This is an optimization exercise on Yosys and OpenROAD, whose aim is small area, a short achievable clock period and few clock cycles, not a production implementation. Function was checked by simulation only, so behaviour that the tests miss may differ from the original. Power and IR drop assume default switching activity.

== JK ==
==> flow/design.v <==
module pq_le12 (
  input  [11:0] na,    
  input  [11:0] b,
  output        le
);
  wire [11:0] g = b & na;
  wire [11:0] p = b | na;
  wire [5:0]  g1, p1;
  wire [2:0]  g2, p2;
  genvar j;
  generate
    for (j = 0; j < 6; j = j + 1) begin : g_l1
      assign g1[j] = g[2*j+1] | (p[2*j+1] & g[2*j]);
      assign p1[j] = p[2*j+1] & p[2*j];
    end
    for (j = 0; j < 3; j = j + 1) begin : g_l2
      assign g2[j] = g1[2*j+1] | (p1[2*j+1] & g1[2*j]);
      assign p2[j] = p1[2*j+1] & p1[2*j];
    end
  endgenerate
  assign le = g2[2] | (p2[2] & (g2[1] | (p2[1] & (g2[0] | p2[0]))));
endmodule
module pq_slotmux #(parameter W = 18) (
  input          selL,
  input          selN,
  input          selR,
  input          selH,
  input  [W-1:0] left,
  input  [W-1:0] newe,
  input  [W-1:0] right,
  input  [W-1:0] hold,
  output [W-1:0] out
);
  assign out = ({W{selL}} & left) | ({W{selN}} & newe) |
               ({W{selR}} & right) | ({W{selH}} & hold);
endmodule
module pq_prefix_or #(parameter N = 33) (
  input  [N-1:0] x,
  output [N-1:0] y
);
  localparam L = 6;            
  wire [N-1:0] t [0:L];
  assign t[0] = x;
  genvar k, i;
  generate
    for (k = 0; k < L; k = k + 1) begin : g_lvl
      for (i = 0; i < N; i = i + 1) begin : g_bit
        if ((i >> k) & 1) begin : g_or
          assign t[k+1][i] = t[k][i] | t[k][((i >> (k+1)) << (k+1)) + (1 << k) - 1];
        end else begin : g_pass
          assign t[k+1][i] = t[k][i];
        end
      end
    end
  endgenerate
  assign y = t[L];
endmodule
module PriorityQueue (
  input         clock,
  input         reset,
  output        io_head_valid,
  output        io_head_none,
  output [7:0]  io_head_prio_cycle,
  output [3:0]  io_head_prio_superCycle,
  output [5:0]  io_head_refID,
  input         io_cmd_valid,
  input         io_cmd_op,
  input  [7:0]  io_cmd_prio_cycle,
  input  [3:0]  io_cmd_prio_superCycle,
  input  [5:0]  io_cmd_refID,
  output        io_cmd_done,
  output        io_cmd_result,
  output [7:0]  io_cmd_rm_prio_cycle,
  output [3:0]  io_cmd_rm_prio_superCycle
);
  localparam N = 33;
  localparam W = 18;             
  reg  [W-1:0] s [0:N-1];
  reg          pValid;           
  reg          pOp;
  reg  [W-1:0] pElem;            
  reg  [N-1:0] le;               
  reg  [N-1:0] match;            
  reg  [5:0]   clrCnt;           
  reg          idle;             
  reg  [W-1:0] headReg;
  reg          headNone;
  reg          headValid;
  reg          resultReg;
  reg  [11:0]  rmPrioReg;
  wire         full = ~&s[N-1][5:0];
  wire         ins = pValid & pOp & ~full;
  wire         rem = pValid & ~pOp;
  wire [N-1:0] after;    
  wire [W-1:0] sn [0:N-1];
  wire [11:0]  ck = {io_cmd_prio_superCycle, io_cmd_prio_cycle};
  wire [11:0]  nck = ~ck;
  wire [W-1:0] cElem = {ck, io_cmd_refID};
  wire         cValid = io_cmd_valid & idle;
  wire [N-1:0] cLe;      
  wire [N-1:0] cMatch;   
  wire [11:0]  cRm [0:N-1];    
  wire [N-1:0] eqS;      
  wire         eqP = pElem[5:0] == io_cmd_refID;
  wire         pRemSame = pValid & ~pOp & eqP;
  wire         pInsSame = pValid & pOp & ~full & eqP;
  pq_prefix_or #(.N(N)) u_after (.x(match), .y(after));
  genvar i;
  generate
    for (i = 0; i < N; i = i + 1) begin : g_slot
      if (i == 0) begin : g_first
        assign cRm[i] = {12{eqS[i]}} & s[i][17:6];
      end else begin : g_rest
        assign cRm[i] = cRm[i-1] | ({12{eqS[i]}} & s[i][17:6]);
      end
      wire [W-1:0] left  = (i == 0) ? {W{1'b0}} : s[(i == 0) ? 0 : i-1];
      wire [W-1:0] right = (i == N-1) ? {W{1'b1}} : s[(i == N-1) ? i : i+1];
      wire         lle   = (i == 0) ? 1'b0 : le[(i == 0) ? 0 : i-1];
      wire selL = ins & lle;
      wire selN = ins & le[i] & ~lle;
      wire selR = ~idle | (rem & after[i]);
      wire selH = ~(selL | selN | selR);
      pq_slotmux #(.W(W)) u_mux (
        .selL(selL), .selN(selN), .selR(selR), .selH(selH),
        .left(left), .newe(pElem), .right(right), .hold(s[i]), .out(sn[i])
      );
      if (i == N-1) begin : g_lelast
        assign cLe[i] = 1'b1;
      end else begin : g_le
        pq_le12 u_le (.na(nck), .b(sn[i][17:6]), .le(cLe[i]));
      end
      assign eqS[i] = s[i][5:0] == io_cmd_refID;
      wire eqLeft  = (i == 0) ? 1'b0 : eqS[(i == 0) ? 0 : i-1];
      wire eqRight = (i == N-1) ? 1'b0 : eqS[(i == N-1) ? i : i+1];
      assign cMatch[i] = (selL & eqLeft) | (selN & eqP) | (selR & eqRight) | (selH & eqS[i]);
      always @(posedge clock) begin
        s[i] <= sn[i];
        le[i] <= cLe[i];
        match[i] <= cMatch[i];
      end
    end
  endgenerate
  wire fullN = ~&sn[N-1][5:0];
  wire cIns = cValid & io_cmd_op & ~fullN & cLe[0];
  wire cRemHead = cValid & ~io_cmd_op & cMatch[0];
  wire [W-1:0] headNext = cIns ? cElem : cRemHead ? sn[1] : sn[0];
  wire headNoneNext = ~cIns & (cRemHead ? &sn[1][5:0] : &sn[0][5:0]);
  always @(posedge clock) begin
    pValid <= cValid & ~reset;
    pOp <= io_cmd_op;
    pElem <= cElem;
    headReg <= headNext;
    headNone <= headNoneNext;
    headValid <= ~headNoneNext;
    resultReg <= io_cmd_op ? fullN : (pRemSame | (~pInsSame & ~|eqS));
    rmPrioReg <= pRemSame ? 12'd0 : pInsSame ? pElem[17:6] : cRm[N-1];
    if (reset) begin
      clrCnt <= N;
      idle <= 1'b0;
    end else if (!idle) begin
      clrCnt <= clrCnt - 6'd1;
      idle <= clrCnt == 6'd1;
    end
  end
  assign io_cmd_done = idle;
  assign io_cmd_result = resultReg;
  assign io_cmd_rm_prio_superCycle = rmPrioReg[11:8];
  assign io_cmd_rm_prio_cycle = rmPrioReg[7:0];
  assign io_head_none = headNone;
  assign io_head_valid = headValid;
  assign io_head_prio_superCycle = headReg[17:14];
  assign io_head_prio_cycle = headReg[13:6];
  assign io_head_refID = headReg[5:0];
endmodule
Settings: LEC_CHECK=0, CAP_MARGIN=20, CORE_MARGIN=2, CORE_UTILIZATION=45, CTS_BUF_LIST=sky130_fd_sc_hd__clkbuf_8, SLEW_MARGIN=20, SYNTH_HIERARCHICAL=1, TNS_END_PERCENT=0; clock period 12.0 ns.
standard.sh (not shown) runs the stock make flow with config.mk's settings and CLKGATE_MAP_FILE= SYNTH_SCRIPT=/design/flow/synth_recipe.tcl, a recipe that flattens the netlist after the stock synthesis.
==> flow/flow/run.sh <==
#!/bin/bash
set -euo pipefail
MARGIN=$(cat flow/margin.txt)
bash standard.sh SETUP_SLACK_MARGIN=$MARGIN finish > flow_make.log 2>&1
==> flow/flow/margin.txt <==
8.3
Testbench counts of JK, summed over its fixed seeds: cycles 3,200.
Here is what was changed in the inputs of MS compared with JK.
- CORE_UTILIZATION changed from 45 to 30
[summary]
Compared to JK, MS reaches a lower achievable clock. Going from JK to MS, clock power fell by about 2%, total wire length after detailed routing rose by about 3.7%, number of detailed-route iterations in the first pass rose by 12, die outline area rose by about 50%. Compared with JK, in MS sequential fraction of total cell area down 0.97 points, global-route wire length before repair up 2.7%, detailed-route wire length per cell went down, setup slack after layout -0.026 ns. Synthesis-to-finish area growth delta for MS relative to JK: 3.7 points higher.

## the previous run
Another version of the RTL of PriorityQueue (not shown whole).
For scale: about 720 flip-flops, roughly 56 I/O pins.
export LEC_CHECK = 0
export CAP_MARGIN = 20
export CORE_MARGIN = 2
export CORE_UTILIZATION = 45
export CTS_BUF_LIST = sky130_fd_sc_hd__clkbuf_8
export PLACE_DENSITY = 0.75
export SLEW_MARGIN = 20
export SYNTH_HIERARCHICAL = 1
export TNS_END_PERCENT = 0
create_clock -name core_clock -period 12.0 [get_ports {clock}]
==> flow/flow/run.sh <==
#!/bin/bash
set -euo pipefail
MARGIN=$(cat flow/margin.txt)
bash standard.sh SETUP_SLACK_MARGIN=$MARGIN \
  "BUFFER_PORTS_ARGS=-buffer_cell sky130_fd_sc_hd__buf_4" finish > flow_make.log 2>&1
==> flow/flow/margin.txt <==
8.4
Testbench counts of the previous run, summed over its fixed seeds: cycles 3,200.
Input changes introduced in the current run (baseline for comparison: the previous run):
==> flow/flow/margin.txt <==
8.8
Findings:
From the current run to the previous run, die boundary height did not move at all. [compare] base=the previous run new=the current run: final instance area roughly the same; delay of the slowest cell on the worst path roughly the same; layout clock buffer count roughly the same; clock network power consumption roughly the same; post-route non-filler standard cell count roughly the same. The current run finished every stage and its layout cleared the timing, DRC and antenna checks. Diff the current run..the previous run | number of ordinary inverters in the final layout | unchanged. Final critical-path required period essentially unchanged between the current run and the previous run. From the current run to the previous run, core utilization did not move at all.

Starting RTL as in the previous note.
clock: 12.0 ns
lec_check: 0
cap_margin: 20
core_margin: 2
core_utilization: 45
slew_margin: 20
synth_hierarchical: 1
tns_end_percent: 0
==> flow/flow/margin.txt <==
8.4
Scripts as last shown in full above: flow/flow/run.sh
Testbench counts at the start, summed over its fixed seeds: cycles 3,200.
Rerun with:
Settings changed: CTS_BUF_LIST set to sky130_fd_sc_hd__clkbuf_8.
Effect:
- synthesized area is unchanged
- wire length went down by a few percent
- final area came out lower slightly
- combinational power is about the same
- critical path depth fell by 6
- hold slack stays flat
- maximum frequency climbs slightly
- clock-buffer cell count rises by 58
- die area does not change

[what the ideal ports hide]
No port has a modelled driver above. Below, the same layouts with a new extraction and two added sets of constraints. Step 1 (the two cells are an assumption about what drives the block):
set clk [get_ports {clock}]
set_driving_cell -lib_cell sky130_fd_sc_hd__clkbuf_16 $clk
set_driving_cell -lib_cell sky130_fd_sc_hd__buf_2 [delete_from_list [all_inputs] $clk]
Step 2 adds t to the input delays and takes it off the output delays; t is the mean of the earliest and latest rising clock arrival at the registers after step 1. Input paths then give back, and output paths get back, about the clock's delay inside the block. a / b / c = ideal / step 1 / step 2; a / b = the first two.
run | t (ns) | setup slack, ns | slew at the worst register clock pin (ns)
JK | 0.922 | 8.131 / 8.122 / 7.238 | 0.08 / 0.08
MS | 0.907 | 8.104 / 8.025 / 7.117 | 0.07 / 0.07
the previous run | 0.859 | 8.158 / 8.171 / 7.316 | 0.07 / 0.07
the current run | 0.859 | 8.158 / 8.171 / 7.316 | 0.07 / 0.07
the first run of note 3 | 0.745 | 8.131 / 8.035 / 7.290 | 0.07 / 0.07
the second run of note 3 | 0.907 | 8.156 / 8.165 / 7.258 | 0.07 / 0.07
After both steps setup and hold are still met in every run listed. For MS, which loses most, drivers alone change the setup slack by -0.079 ns; drivers and shift together by -0.987 ns.
